From an optimization exercise on the open Yosys and OpenROAD flow, aimed at small area; shortcuts taken in it are not production practice.
The RTL was checked by simulation tests, not by an equivalence proof against the original design.
Power figures rest on the tool's default switching activity, not on a simulated workload.

--- design.v ---
`timescale 1ns / 1ps
module sev_seg(
input clk,
input rst,
input [3:0] s_hourten, s_hour, s_minten, s_min,
output reg[3:0] an,  
output reg[6:0] seg  
    );
reg[1:0] current_place;  
reg[6:0] seg_out [3:0];  
reg [18:0] count;  
parameter max_count = 50;  
wire [3:0] four_b_data [3:0];
assign four_b_data[0] = s_min;
assign four_b_data[1] = s_minten;
assign four_b_data[2] = s_hour;
assign four_b_data[3] = s_hourten;
reg [6:0] dec;
always @(*) begin
    case(four_b_data[current_place])
        4'b0000: dec = 7'b1000000;
        4'b0001: dec = 7'b1111001;
        4'b0010: dec = 7'b0100100;
        4'b0011: dec = 7'b0110000;
        4'b0100: dec = 7'b0011001;
        4'b0101: dec = 7'b0010010;
        4'b0110: dec = 7'b0000010;
        4'b0111: dec = 7'b1111000;
        4'b1000: dec = 7'b0000000;
        4'b1001: dec = 7'b0011000;
        default: dec = 7'b0000000;
    endcase
end
always @(posedge clk) begin
    if(rst)
        begin
            count <= 0;
            current_place <= 0;
            seg_out[0] <= 7'b0000000;
            seg_out[1] <= 7'b0000000;
            seg_out[2] <= 7'b0000000;
            seg_out[3] <= 7'b0000000;
            an <= 4'b0000;
            seg <= 7'b0000000;
        end
    else
        begin
            if(count <= max_count)
                count <= count + 1;
            else
                begin
                    current_place <= current_place + 1;
                    count <= 0;
                end
            seg_out[current_place] <= dec;
            case(current_place)
                2'd0: begin an <= 4'b1110; seg <= seg_out[0]; end
                2'd1: begin an <= 4'b1101; seg <= seg_out[1]; end
                2'd2: begin an <= 4'b1011; seg <= seg_out[2]; end
                2'd3: begin an <= 4'b0111; seg <= seg_out[3]; end
            endcase
        end
end
endmodule
`timescale 1ns / 1ps
module clock(
input clk,
input rst,
input btnC, btnU, btnD, btnR, btnL,
input [3:0] sw,
output [6:0] seg,
output [3:0] an,
output reg [3:0] led
    );
reg [31:0] count;
parameter max_count = 100;
parameter set_count = 2500;
reg [5:0] mins, secs;
reg [5:0] hours;
reg [5:0] a_mins, a_hours;
reg [5:0] og_hours, og_secs, og_mins;
reg [3:0] c_hourten, c_hour, c_minten, c_min;
sev_seg display(.clk(clk), .rst(rst), .s_hourten(c_hourten), .s_hour(c_hour), .s_minten(c_minten), .s_min(c_min), .an(an), .seg(seg));
localparam normal_mode = 2'b00;
localparam set_alarm_clock = 2'b01;
localparam alarm_mode = 2'b10;
reg [1:0] current_mode;
reg [31:0] n_count;
reg [5:0] n_secs, n_mins, n_hours, n_a_mins, n_a_hours, n_og_secs, n_og_mins, n_og_hours;
reg [1:0] n_mode;
reg [3:0] n_led;
reg [5:0] v_secs, v_mins, v_hours;
always @(*) begin
    n_count = count;
    n_secs = secs;
    n_mins = mins;
    n_hours = hours;
    n_a_mins = a_mins;
    n_a_hours = a_hours;
    n_og_secs = og_secs;
    n_og_mins = og_mins;
    n_og_hours = og_hours;
    n_mode = current_mode;
    n_led = 4'b0000;
    v_secs = secs;
    v_mins = mins;
    v_hours = hours;
    case(current_mode)
        normal_mode:
            begin
                if(a_hours == hours && a_mins == mins)
                    n_led = 4'b1111;
                if(btnC)  
                    begin
                        n_count = 0;
                        n_secs = 0;
                        n_mode = set_alarm_clock;
                    end
                if(count < max_count)
                    n_count = count + 1;
                else
                    begin
                        n_count = 0;
                        n_secs = secs + 1;
                        n_og_secs = secs;
                        n_og_mins = mins;
                        n_og_hours = hours;
                    end
            end
        set_alarm_clock:
            begin
                n_count = 0;
                n_secs = 0;
                n_a_mins = mins;
                n_a_hours = hours;
                if(count < set_count)
                    n_count = count + 1;
                else
                    begin
                        if(btnU)  
                            n_mins = mins + 1;
                        if(btnD && mins > 0)  
                            n_mins = mins - 1;
                        if(btnL)
                            n_hours = hours + 1;
                        if(btnR && hours > 1)
                            n_hours = hours - 1;
                    end
                if(sw == 4'b0001)
                    n_mode = alarm_mode;
                else
                    n_mode = set_alarm_clock;
            end
        alarm_mode:
            begin
                if(sw == 4'b0000)
                    n_mode = normal_mode;
                if(sw == 4'b0001)
                    begin
                        v_secs = og_secs;
                        v_mins = og_mins;
                        v_hours = og_hours;
                        n_secs = og_secs;
                        n_mins = og_mins;
                        n_hours = og_hours;
                    end
            end
        default: ;
    endcase
    if(v_secs >= 60)
        begin
            n_secs = 0;
            n_mins = v_mins + 1;
        end
    if(v_mins >= 60)
        begin
            n_mins = 0;
            n_hours = v_hours + 1;
        end
    if(v_hours == 13)
        n_hours = 1;
end
always @(posedge clk) begin
    if(rst)
        begin
            count <= 0;
            secs <= 0;
            mins <= 0;
            hours <= 12;
            a_mins <= 0;
            a_hours <= 0;
            og_secs <= 0;
            og_mins <= 0;
            og_hours <= 0;
            current_mode <= normal_mode;
            led <= 4'b0000;
            c_min <= 0;
            c_minten <= 0;
            c_hour <= 0;
            c_hourten <= 0;
        end
    else
        begin
            count <= n_count;
            secs <= n_secs;
            mins <= n_mins;
            hours <= n_hours;
            a_mins <= n_a_mins;
            a_hours <= n_a_hours;
            og_secs <= n_og_secs;
            og_mins <= n_og_mins;
            og_hours <= n_og_hours;
            current_mode <= n_mode;
            led <= n_led;
            c_min <= v_mins % 10;
            c_minten <= v_mins / 10;
            c_hour <= v_hours % 10;
            c_hourten <= v_hours / 10;
        end
end
endmodule
--- run.sh ---
#!/bin/bash
# synth_recipe.tcl (not shown) runs the flow's synth.tcl, then flattens the netlist and writes it again
# the make line also repeats each setting of config.mk as NAME=value (left out here)
make -C /OpenROAD-flow-scripts/flow DESIGN_CONFIG=/design/flow/config.mk WORK_HOME=/design/flow/orfs CLKGATE_MAP_FILE= SYNTH_SCRIPT=/design/flow/synth_recipe.tcl finish
--- config.mk ---
export PLATFORM = sky130hd
export DESIGN_NAME = clock
export DESIGN_NICKNAME = clock
export VERILOG_FILES = /design/flow/design.v
export SDC_FILE = /design/flow/constraint.sdc
export NUM_CORES = 4
export LEC_CHECK = 0
export CAP_MARGIN = 20
export CORE_MARGIN = 2
export CORE_UTILIZATION = 40
export SLEW_MARGIN = 20
--- constraint.sdc ---
create_clock -name core_clock -period 10.0 [get_ports {clk}]
set_input_delay 2.0000 -clock core_clock [delete_from_list [all_inputs] [get_ports {clk}]]
set_output_delay 2.0000 -clock core_clock [all_outputs]
set_load 0.01 [all_outputs]
==> impl_metrics.yaml <==
hold_path:
  hold_path_end: "display.count[0]$_SDFF_PP0_"
  worst_hold_startpoint: "display.count[0]$_SDFF_PP0_"
  whs_path_depth: 1
  hp-class: "reg2reg"
clocking:
  clock_sinks: 157
  numCtsBuffers: 17
  postCtsSetupRepairBufs: 0
  post_cts_resize_count: 0
  clockBufferDepth: 2
  cts-root-buf: "clkbuf_16"
  cts.clk_slew.worst_paths_ns: 0.06
  htree_levels: 4
  insertion_delay_ns: 0.43
  cts_tree: "yes"
  hold_buffers: 0
global_route:
  grt-ovfl-total: 0
  antenna_found_initial: 0
  grt_max_degree: 63
  grt_pass1_wl_mm: 33.0
  grt_use_total_pct: 18.2
  grt_pass1_vias: 6597
timing:
  report.final.slew_viol_count: 0
  setup_violations: 0
  clock_skew_ns: 0.0142
  relSlewSlack_pct: 34.2
  hold_violations: 0
  fmax_mhz: 164
  period_needed_ns: 6.12
  fin_crit_sh_pct: 61.2
  tns_ns: 0
  rsz0062_at_grt: "false"
  tightest_slew_ns: 0.987
critical_path:
  path_delay_family: "simple AND/OR/NAND/NOR gates"
  cp_data_arrival_time_ns: 6.45
  crit_path_start_kind: "primary input"
  reg2reg_to: "c_hour[3]$_SDFF_PP0_"
  crit_slowest_cell: "or4b_1"
  worstPathMaxFanout: 28
  max_stage_delay_ns: 0.54
  cp.required_ns: 10.34
  end_kind: "flip-flop"
  r2r-start: "current_mode[0]$_SDFFE_PP0P_"
  crit_buf_inv: 4
  path_class: "in2reg"
  reg2reg_slack_ns: 5.75
  r2r_cells: 16
  crit_chain: "clkdlybuf4s50_1, or4b_1, buf_4, nor2_8, mux2i_1, inv_1, ha_1, inv_1, a2111oi_2, a21o_1, a21bo_1, nor3b_2, xnor2_1, ha_1, or3_1, a31oi_1"
route:
  vias: 7086
  first_pass_iters: 6
  viasPerCell: 5.44
  drc: 0
  wirelength_mm: 20.1
  ant_nets: 0
  drt_iter0_drc: 480
  wl_per_cell_um: 15.4
die:
  die_y_um: 151
  pin_count: 26
  start_util_pct: 41.0
  core_area_sq_mm: 0.0212
  dieArea_sq_mm: 0.0229
  fp.dieW_um: 151
  rows: 53
yosys:
  yosys_warnings: 2
  netlist_instances: 1016
  yosysSeqAreaShare_pct: 39.5
  synth-edff-count: 28
  synthesis.area_sq_mm: 0.00866
  ys_async_sr_fraction_pct: 0
  ys_types: 75
  avgSynthCellArea_sq_um: 8.53
  synth-seq-cells: 157
  synth_top_flop_cell: "dfxtp_1"
placed_design:
  dpl.cell_count: 1271
  dpl.hpwl_mm: 13.4
  place.gp.congestion: 0.834
  portBuffers: 25
final_layout:
  finalNonFillerCells: 1303
  area_delta_synth_final_pct: 12.1
  nets: 1072
  diodes: 0
  final_layout_size_suffix_gt1_share_pct: 6.23
  mostFrequentLayoutCells: "nor2_1 (175), dfxtp_1 (129), a21oi_1 (69)"
  final_common_cell: "nor2_1"
pwr:
  pwr_density_cell_mw_per_mm2: 181
  max-vdd-ir-drop_mv: 0.0808
  p_leak_nw: 3.92
outcome:
  outcome: "no timing/DRC/antenna violations"
run:
  drv_cap: 0
## worst max-delay path by stage
stage / from / to / slack [ns] / cells past startpoint
after floorplan: sw[1] / c_min[3]$_SDFF_PP0_ / 4.24 / 17
after global placement: sw[1] / c_min[3]$_SDFF_PP0_ / 3.65 / 16
after detailed placement: sw[1] / c_min[2]$_SDFF_PP0_ / 3.50 / 16
after CTS: sw[1] / c_min[3]$_SDFF_PP0_ / 3.93 / 16
after global routing: sw[1] / c_min[2]$_SDFF_PP0_ / 3.61 / 16
final: sw[1] / c_min[3]$_SDFF_PP0_ / 3.88 / 16
## registers in the layout (all words and copies together), names as in the netlist, 2 cells and up
signal / cells
secs: 6
a_mins: 6
og_mins: 6
mins: 6
hours: 6
og_hours: 6
display.seg: 7
a_hours: 6
display.count: 19
current_mode: 2
og_secs: 6
display.an: 4
c_minten: 3
c_min: 4
display.seg_out: 28
c_hourten: 3
count: 32
display.current_place: 2
c_hour: 4
## cell type report
class                           count  area [sq um]
Fill cell                        2048         11400
Multi-Input combinational cell    751          4820
Sequential cell                   157          3420
Clock buffer                       22           474
Tap cell                          275           344
Timing Repair Buffer               34           313
Inverter                           54           203
Clock inverter                     10           138
## cell families (layout without fill, tap and decap cells)
logic type,after synthesis,in the layout,synth area share (%)
AO/OA/AOI/OAI,225,225,17.6
AND/OR/NAND/NOR,373,373,20.4
multiplexers,44,44,5.17
adder cells (fa/ha/maj),46,46,6.73
other,1,13,0.0433
buffers and inverters,120,120,5.47
flip-flops,157,157,39.5
XOR/XNOR,50,50,5.05
## Yosys cell counts, types with 7 or more instances
| cell | number | area (sq um) |
|---|---|---|
| a21o_1 | 12 | 90.1 |
| a21oi_1 | 69 | 345 |
| a221oi_1 | 7 | 61.3 |
| a222oi_1 | 10 | 100 |
| a22oi_1 | 10 | 75.1 |
| a31oi_1 | 13 | 81.3 |
| and3_1 | 10 | 62.6 |
| buf_1 | 7 | 26.3 |
| clkbuf_1 | 50 | 188 |
| dfxtp_1 | 129 | 2580 |
| edfxtp_1 | 28 | 841 |
| ha_1 | 45 | 563 |
| inv_1 | 53 | 199 |
| mux2i_1 | 38 | 380 |
| nand2_1 | 59 | 221 |
| nand2b_1 | 17 | 106 |
| nand3_1 | 20 | 100 |
| nand4_1 | 20 | 125 |
| nor2_1 | 175 | 657 |
| nor3_1 | 16 | 80.1 |
| nor4_1 | 12 | 75.1 |
| o21ai_0 | 33 | 165 |
| o22ai_1 | 8 | 50.1 |
| or3_1 | 12 | 75.1 |
| xnor2_1 | 33 | 289 |
| xor2_1 | 17 | 149 |
## worst reg2reg max path, stage by stage (launching register included)
cell and delay [ns]:
dfxtp_1 0.33, inv_1 0.10, ha_1 0.19, buf_4 0.42
nand2_2 0.35, nor2_1 0.18, a21o_1 0.14, inv_1 0.06
ha_1 0.17, inv_1 0.05, ha_1 0.22, o32a_1 0.42
a2111oi_4 0.53, xnor2_1 0.18, ha_1 0.22, or4_1 0.52
o211ai_1 0.10
## per-layer routing
layer  vias to the layer above  global-route usage [%]  share of wire, %
li1                       3582                       -                 -
met3                        32                    4.16               3.9
met4                         0                    6.87               2.1
met2                       143                    28.7                45
met1                      3329                    24.4                49
met5                         -                       0                 0
## through the flow
step / utilization, % / hold slack (ns) / worst slack, ns / area [sq um] / power, mW
after floorplan: - / 0.426 / 4.24 / 8710 / 1.01
after global placement: 43.0 / 0.442 / 3.65 / 9100 / 1.09
after detailed placement: 43.0 / 0.451 / 3.50 / 9100 / 1.10
after CTS: 45.9 / 0.466 / 3.93 / 9720 / 1.77
after global routing: 45.9 / 0.487 / 3.61 / 9720 / 1.85
final: 45.9 / 0.462 / 3.88 / 9720 / 1.76
## where the power goes
group / total [mW] / internal [mW] / switching, mW
combinational: 0.352 / 0.147 / 0.205
clock: 0.668 / 0.412 / 0.256
sequential: 0.736 / 0.691 / 0.0448
total: 1.76 / 1.25 / 0.506

## re-timing with driven ports
How much do the figures lean on ideal ports? The routed layout below was timed once more, with nothing changed but the port constraints.
Step 1, drivers: a clkbuf_16 drives clk and a buf_2 each remaining input, both assumed.
Step 2 times the ports against the registers' clock, not the clock port: input delays grow and output delays shrink by t, the midpoint of the rising clock arrivals with the driver on.
Three values: ideal, step 1, step 2; two values: the first two.
shift t [ns]: 0.469
slack for setup (ns): 3.884 / 3.909 / 3.441
worst register clock-pin slew, ns: 0.06 / 0.06
After both steps this run still meets setup and hold. The setup slack of this run moves by +0.025 ns with the drivers and by -0.443 ns with both steps.
